Background: an optimization exercise with open tools, aiming at small area and a short achievable clock period. Do not read the settings as production practice.
No functional check of the RTL was part of any run shown here.
Power figures rest on the tool's default switching activity, not on a simulated workload.

==> flow/design.v (outline; a module is shown in full before it is edited, if it fits) <==
// module halfAdder: 10 lines
// module fullAdder: 11 lines
// module PipelinedRadix4BoothWallace32: 2266 lines
module PipelinedRadix4BoothWallace32
(
    input logic clk,
    input logic run,
    input logic signedFlag,  
    input logic [32 - 1 : 0] multiplicand,
    input logic [32 - 1 : 0] multiplier,
    output logic [64 - 1 : 0] out
);
  // ...
==> flow/run.sh <==
#!/bin/bash
# synth_recipe.tcl (not shown) runs the flow's synth.tcl, then flattens the netlist and writes it again
# the make line also repeats each setting of config.mk as NAME=value (left out here)
make -C /OpenROAD-flow-scripts/flow DESIGN_CONFIG=/design/flow/config.mk WORK_HOME=/design/flow/orfs CLKGATE_MAP_FILE= SYNTH_SCRIPT=/design/flow/synth_recipe.tcl finish
==> flow/config.mk <==
export PLATFORM = sky130hd
export DESIGN_NAME = PipelinedRadix4BoothWallace32
export DESIGN_NICKNAME = PipelinedRadix4BoothWallace32
export VERILOG_FILES = /design/flow/design.v
export SDC_FILE = /design/flow/constraint.sdc
export NUM_CORES = 4
export LEC_CHECK = 0
export CAP_MARGIN = 20
export CORE_MARGIN = 2
export CORE_UTILIZATION = 50
export PLACE_DENSITY = 0.65
export SETUP_SLACK_MARGIN = 1.7
export SLEW_MARGIN = 20
export SYNTH_HIERARCHICAL = 1
export SYNTH_MINIMUM_KEEP_SIZE = 0
==> flow/constraint.sdc <==
create_clock -name core_clock -period 4.2 [get_ports {clk}]
set_input_delay 0.8400 -clock core_clock [delete_from_list [all_inputs] [get_ports {clk}]]
set_output_delay 0.8400 -clock core_clock [all_outputs]
set_load 0.01 [all_outputs]
==> flow_summary.ini, run 1 <==
[logic_synthesis]
synth_xor_xnor_area_share_pct = 12.36
synth_common_cells = 649 x edfxtp_1, 557 x xor2_1, 522 x a22o_1, 482 x fa_1, 160 x clkbuf_1
ys_warn_count = 7
ys_ff_latch = 649
synth_top_area_share_pct = 44.13
synth-simple-area-share_pct = 2.754
synth_flop_cell = edfxtp_1
synth_top_family_by_area = adder cells
syn_area_per_cell_um2 = 14.25
synth_edf_count = 649
yosysMostFrequentCell = edfxtp_1

[min_path]
hold_path_depth = 0
hp-class = register to register

[layout]
fill_cells = 6505
largest_reg_flops = 299
fin_util_pct = 60.34
layout_common_cells = 649 x edfxtp_1, 531 x xor2_1, 522 x a22o_1
signal_buffers = 445
layout_commonest_cell = edfxtp_1
fin_nets = 4019
area_delta_synth_final_pct = 19.09

[power]
swShare_pct = 37.38
p_comb_mw = 20.7
finalPower_mw = 39.89
clkPwrFrac_pct = 15.6
p_sw_mw = 14.91

[setup_path]
worst-path-stages = 9
cp.arrival_ns = 3.16
crit_fanout = 3
reg2reg_slack_ns = 1.41

[routing]
wl_met1_um = 48440
vias_per_cell = 6.106

[cts]
cts_tree = yes
ctsResizeCount = 112
worstSkewPairLatency_ns = 0.63

[placed_design]
dp_worst_setup_slack_ns = 0.9083

[floorplanning]
coreArea_mm2 = 0.08716
die_area_mm2 = 0.09072

[timing]
finalClockSkew_ns = 0.02647
period_minus_slack_ns = 2.788

[status]
status = timing/DRC/antenna clean

[global_routing]
busiest_layer = met2
==> inputs of run 2 (changes only) <==
--- a/flow/design.v
+++ b/flow/design.v
@@ -1083,17 +1083,17 @@
 wire c1046;
 wire s1047;
 wire c1048;
 wire s1049;
 wire c1050;
 wire s1051;
 wire c1052;
 reg [63:0] r4_s;
-reg [2:0] r4_c;
+reg [6:0] r4_c;
 reg [63:0] r5;
 wire [32:0] ax = {signedFlag & multiplicand[31], multiplicand};
 wire [34:0] bx = {signedFlag & multiplier[31], signedFlag & multiplier[31], multiplier, 1'b0};
 wire [15:0] one_e, two_e, neg_e;
 assign one_e[0] = bx[1] ^ bx[0];
 assign two_e[0] = (bx[2] & ~bx[1] & ~bx[0]) | (~bx[2] & bx[1] & bx[0]);
 assign neg_e[0] = bx[2] & ~(bx[1] & bx[0]);
 assign one_e[1] = bx[3] ^ bx[2];
@@ -2265,23 +2265,31 @@
 halfAdder ha_l6_30 (.x(r3[108]), .y(r3[109]), .sum(s1041), .cout(c1042));
 fullAdder fa_l6_476 (.x(r3[110]), .y(r3[111]), .cin(r3[112]), .sum(s1043), .cout(c1044));
 halfAdder ha_l6_31 (.x(r3[113]), .y(r3[114]), .sum(s1045), .cout(c1046));
 fullAdder fa_l6_477 (.x(r3[116]), .y(r3[117]), .cin(r3[118]), .sum(s1047), .cout(c1048));
 fullAdder fa_l6_478 (.x(r3[120]), .y(r3[121]), .cin(r3[122]), .sum(s1049), .cout(c1050));
 fullAdder fa_l6_479 (.x(r3[124]), .y(r3[125]), .cin(r3[126]), .sum(s1051), .cout(c1052));
 wire [63:0] opx = {r3[135], r3[134], r3[132], r3[131], r3[129], r3[128], c1052, s1051, c1050, s1049, c1048, s1047, c1046, c1044, c1042, c1040, c1038, c1036, c1034, c1032, c1030, c1028, c1026, c1024, c1022, c1020, c1018, c1016, c1014, c1012, c1010, c1008, c1006, c1004, c1002, c1000, c998, c996, c994, c992, c990, c988, c986, c984, c982, c980, c978, c976, c974, c972, c970, c968, c966, c964, c962, c960, s959, r3[7], r3[6], r3[5], r3[4], r3[3], r3[2], r3[0]};
 wire [63:0] opy = {r3[136], 1'b0, r3[133], 1'b0, r3[130], 1'b0, r3[127], 1'b0, r3[123], 1'b0, r3[119], 1'b0, r3[115], s1045, s1043, s1041, s1039, s1037, s1035, s1033, s1031, s1029, s1027, s1025, s1023, s1021, s1019, s1017, s1015, s1013, s1011, s1009, s1007, s1005, s1003, s1001, s999, s997, s995, s993, s991, s989, s987, s985, s983, s981, s979, s977, s975, s973, s971, s969, s967, s965, s963, s961, 1'b0, 1'b0, 1'b0, 1'b0, 1'b0, 1'b0, 1'b0, r3[1]};
-wire [16:0] bs0 = {1'b0, opx[15:0]} + {1'b0, opy[15:0]};
-wire [16:0] bs1 = {1'b0, opx[31:16]} + {1'b0, opy[31:16]};
-wire [16:0] bs2 = {1'b0, opx[47:32]} + {1'b0, opy[47:32]};
-wire [16:0] bs3 = {1'b0, opx[63:48]} + {1'b0, opy[63:48]};
-always_ff @(posedge clk) if (run) r4_s <= {bs3[15:0], bs2[15:0], bs1[15:0], bs0[15:0]};
-always_ff @(posedge clk) if (run) r4_c <= {bs2[16], bs1[16], bs0[16]};
-wire [3:0] bcin;
+wire [8:0] bs0 = {1'b0, opx[7:0]} + {1'b0, opy[7:0]};
+wire [8:0] bs1 = {1'b0, opx[15:8]} + {1'b0, opy[15:8]};
+wire [8:0] bs2 = {1'b0, opx[23:16]} + {1'b0, opy[23:16]};
+wire [8:0] bs3 = {1'b0, opx[31:24]} + {1'b0, opy[31:24]};
+wire [8:0] bs4 = {1'b0, opx[39:32]} + {1'b0, opy[39:32]};
+wire [8:0] bs5 = {1'b0, opx[47:40]} + {1'b0, opy[47:40]};
+wire [8:0] bs6 = {1'b0, opx[55:48]} + {1'b0, opy[55:48]};
+wire [8:0] bs7 = {1'b0, opx[63:56]} + {1'b0, opy[63:56]};
+always_ff @(posedge clk) if (run) r4_s <= {bs7[7:0], bs6[7:0], bs5[7:0], bs4[7:0], bs3[7:0], bs2[7:0], bs1[7:0], bs0[7:0]};
+always_ff @(posedge clk) if (run) r4_c <= {bs6[8], bs5[8], bs4[8], bs3[8], bs2[8], bs1[8], bs0[8]};
+wire [7:0] bcin;
 assign bcin[0] = 1'b0;
-assign bcin[1] = r4_c[0] | ((&r4_s[15:0]) & bcin[0]);
-assign bcin[2] = r4_c[1] | ((&r4_s[31:16]) & bcin[1]);
-assign bcin[3] = r4_c[2] | ((&r4_s[47:32]) & bcin[2]);
-wire [63:0] prod = {(r4_s[63:48] + {15'b0, bcin[3]}), (r4_s[47:32] + {15'b0, bcin[2]}), (r4_s[31:16] + {15'b0, bcin[1]}), (r4_s[15:0] + {15'b0, bcin[0]})};
+assign bcin[1] = r4_c[0] | ((&r4_s[7:0]) & bcin[0]);
+assign bcin[2] = r4_c[1] | ((&r4_s[15:8]) & bcin[1]);
+assign bcin[3] = r4_c[2] | ((&r4_s[23:16]) & bcin[2]);
+assign bcin[4] = r4_c[3] | ((&r4_s[31:24]) & bcin[3]);
+assign bcin[5] = r4_c[4] | ((&r4_s[39:32]) & bcin[4]);
+assign bcin[6] = r4_c[5] | ((&r4_s[47:40]) & bcin[5]);
+assign bcin[7] = r4_c[6] | ((&r4_s[55:48]) & bcin[6]);
+wire [63:0] prod = {(r4_s[63:56] + {7'b0, bcin[7]}), (r4_s[55:48] + {7'b0, bcin[6]}), (r4_s[47:40] + {7'b0, bcin[5]}), (r4_s[39:32] + {7'b0, bcin[4]}), (r4_s[31:24] + {7'b0, bcin[3]}), (r4_s[23:16] + {7'b0, bcin[2]}), (r4_s[15:8] + {7'b0, bcin[1]}), (r4_s[7:0] + {7'b0, bcin[0]})};
 always_ff @(posedge clk) if (run) r5 <= prod;
 assign out = r5;
 endmodule
==> flow_summary.ini, run 2 <==
[global_routing]
grt_pass1_vias = 28410
grt_pass1_wl_um = 168700
grt_usage_pct = 24.41
antenna_found_initial = 7
gr-total-overflow = 0
grt_max_degree = 100

[setup_path]
reg2reg_depth = 11
worstSetupPathType = register to register
cpMostUsedCell = and3_4
cp_slowest_cell = o31ai_4
reg2reg_slack_ns = 1.38
crit_buf_inv = 1
cp_cell_sequence = and3_4 -> a31oi_4 -> a211oi_4 -> buf_12 -> a21oi_4 -> o31ai_4 -> ha_4 -> and3_4 -> nand3_2 -> or2_4 -> xnor2_1
cp.arrival_ns = 3.19
r2r-start = r4_s[14]$_DFFE_PP_
crit_fanout = 3
cp-start-kind = register
worst_ep_required_time_ns = 4.57
r2r_end = r5[63]$_DFFE_PP_
cp_slowest_stage_delay_ns = 0.40
endpoint_kind = register
crit_family = compound AO/OA/AOI/OAI gates

[min_path]
min_to = r5[4]$_DFFE_PP_
hp-start = r4_s[4]$_DFFE_PP_
hp-class = register to register
hold_path_depth = 0

[logic_synthesis]
synth_common_cells = 653 x edfxtp_1, 548 x xor2_1, 522 x a22o_1, 485 x fa_1, 127 x buf_2
syn_inst = 3054
yosysUniqueCellTypes = 46
yosysMostFrequentCell = edfxtp_1
synth_nets = 3731
synthTopCellsByArea = edfxtp_1 44%, fa_1 22%, xor2_1 11%
ys_async_sr_fraction_pct = 0
ys_warn_count = 7
syn-cell-area_mm2 = 0.04410
synth-seq-area-share_pct = 44.47
ys_ff_latch = 653
synth_flop_cell = edfxtp_1
synth_top_area_share_pct = 44.47
syn_area_per_cell_um2 = 14.44
yosys.area.top_type = edfxtp_1
synth_edf_count = 653

[layout]
fill_cells = 6712
fin_nets = 3912
fin_util_pct = 58.96
top_register = r2
largest_reg_flops = 299
layout_commonest_cell = edfxtp_1
reg.largest.list = r2: 299 flops, r3: 137 flops
n_antenna_cell = 0
drive_above_1_share_pct = 13.19
layout_common_cells = 653 x edfxtp_1, 524 x xor2_1, 522 x a22o_1
stdcell_area_mm2 = 0.05131
area_delta_synth_final_pct = 16.37
final_cells = 4446

[placed_design]
post_dp_cell_area_mm2 = 0.04662
gp_congestion = 0.9036
portBuffers = 130
hpwl_um = 77650
dp_cells = 4183

[cts]
cts_tree = yes
worstSkewPairLatency_ns = 0.63
clock_sinks = 653
cts_buffer_depth = 3
cts_hold_buf = 0
htreeDepth = 3
numCtsBuffers = 76
clkTransAtPathRegs_ns = 0.06
cts_root_buf = clkbuf_16

[timing]
setup_tns_ns = 0
setup_violations = 0
period_minus_slack_ns = 2.819
hold_viol = 0
slew_headroom_pct = 30.51
finalCritPeriodShare_pct = 67.11
holdWs_ns = 0.4182
worst_pin_slew_ns = 1.042
finalClockSkew_ns = 0.02995
rsz0062_at_grt = yes
max_freq_mhz = 354.8
maxSlewViolCount = 0

[routing]
wl_um = 113800
vias_per_cell = 6.058
drc = 0
drt_iter0_markers = 2448
vias = 26940
detail-route-antenna-nets = 0
wl_per_cell_um = 25.60
first_pass_iters = 5

[power]
ir_drop_mv = 0.4261
power_density_mw_per_mm2 = 730.4
power_leakage_nw = 19.94

[floorplanning]
rows = 108
ios = 131
die_w_um = 301.0
die_area_mm2 = 0.09058
die_h_um = 301.0
floorplan.initialDensity_pct = 50.67
coreArea_mm2 = 0.08702

[status]
status = timing/DRC/antenna clean

[run]
cap_violations = 0
## run 2: changes by cell type after synthesis, sizes merged, moves of 7 or more
cell,previous run,this run
a21oi,32,15
xnor2,66,59
buf,106,159
xor2,557,548
ha,117,125
inv,56,77
clkbuf,160,102
a21o,14,6
nand2,42,25
## run 2: timing repair
action / 4_1_cts / 5_1_grt
gates resized for setup: 68 / 129
cloned: 1 / 20
pin swaps: 23 / 145
buffers inserted: 72 / 36
endpoints found under the setup margin: 280 / 123
## run 2: metrics by stage
stage                     power, mW  worst slack (ns)
final                         37.48             1.381
after global routing          40.49             1.363
after CTS                     37.39             1.429
after detailed placement      30.41            0.5573
after global placement        29.79            0.5974
after floorplan               24.29             1.705
## run 2: layout make-up
type                       count  area [µm²]  area share, %
multi-input combinational   2063       23510          45.82
sequential                   653       19610          38.21
timing repair buffer         364        4104          7.998
clock buffer                  93        1987          3.872
tap                         1155        1445          2.816
clock inverter                41       366.6         0.7144
inverter                      77       289.0         0.5633
## run 2: worst max-delay path by stage
stage	start	end	slack, ns	depth (start not counted)
6_report	r4_s[14]$_DFFE_PP_	r5[63]$_DFFE_PP_	1.38	11
4_1_cts	r4_s[9]$_DFFE_PP_	r5[62]$_DFFE_PP_	1.43	11
2_1_floorplan	r1_neg[13]$_DFFE_PP_	r2[259]$_DFFE_PP_	1.71	6
5_1_grt	r4_s[19]$_DFFE_PP_	r5[63]$_DFFE_PP_	1.36	11
3_5_place_dp	r4_s[10]$_DFFE_PP_	r5[63]$_DFFE_PP_	0.56	10
3_3_place_gp	r4_s[9]$_DFFE_PP_	r5[63]$_DFFE_PP_	0.60	10
## run 2: cell families (layout without fill, tap and decap cells)
group | after synthesis | after routing | share of synthesized area, %
AO/OA/AOI/OAI | 640 | 640 | 12.07
XOR/XNOR | 607 | 607 | 12.06
adder cells (fa/ha/maj) | 610 | 610 | 25.57
buffers and inverters | 338 | 575 | 3.238
flip-flops | 653 | 653 | 44.47
multiplexers | 1 | 1 | 0.02270
AND/OR/NAND/NOR | 205 | 205 | 2.579
## run 2: Yosys stat by module (local to each module, per instance)
module	times used	cell area [µm²]	flip-flops and latches
PipelinedRadix4BoothWallace32	1	34120	653
fullAdder	479	20.02	0
halfAdder	31	12.51	0
## run 2: worst reg2reg max path, delay by kind of cell, from the launching register on
| kind | cells | cell delay [ns] |
|---|---|---|
| buf+inv | 1 | 0.16 |
| fa+ha+maj | 1 | 0.23 |
| compound gates | 4 | 0.97 |
| xor+xnor | 1 | 0.11 |
| simple gates | 4 | 0.73 |
| flops | 1 | 0.38 |
## run 2: report_power, final
part	internal, mW	switching (mW)	leakage (nW)
clock network	3.68	2.61	1.14
registers	11.8	1.37	6.41
logic	8.54	9.54	12.4
total	24.0	13.5	19.9
## run 2: routing by layer
| metal | GRT usage (%) | vias to the layer above | share of wire [%] |
|---|---|---|---|
| li1 | - | 11390 | - |
| met1 | 34.12 | 13980 | 41 |
| met2 | 38.46 | 1279 | 46 |
| met3 | 5.036 | 282 | 8.8 |
| met4 | 7.913 | 12 | 3.3 |
| met5 | 0 | - | 0.070 |

static timing again, ports no longer ideal:
In the flow no input, the clock included, has a driving cell. The finished layouts below were timed again as built, in two steps.
Step 1: set_driving_cell puts a clkbuf_16 on clk and a buf_2 on each other input, an assumption about the parent block.
Step 2 also shifts input and output timing later by t, the mid clock arrival at the registers, as if the neighbouring blocks saw the same clock.
Slacks: ideal / step 1 / step 2; pairs: ideal / step 1.
run | t (ns) | slack for setup (ns) | hold WS [ns]
run 1 | 0.693 | 1.412 / 1.412 / 1.412 | 0.409 / 0.409 / 0.409
run 2 | 0.685 | 1.381 / 1.381 / 1.381 | 0.418 / 0.418 / 0.418
After both steps every run listed still meets setup and hold.
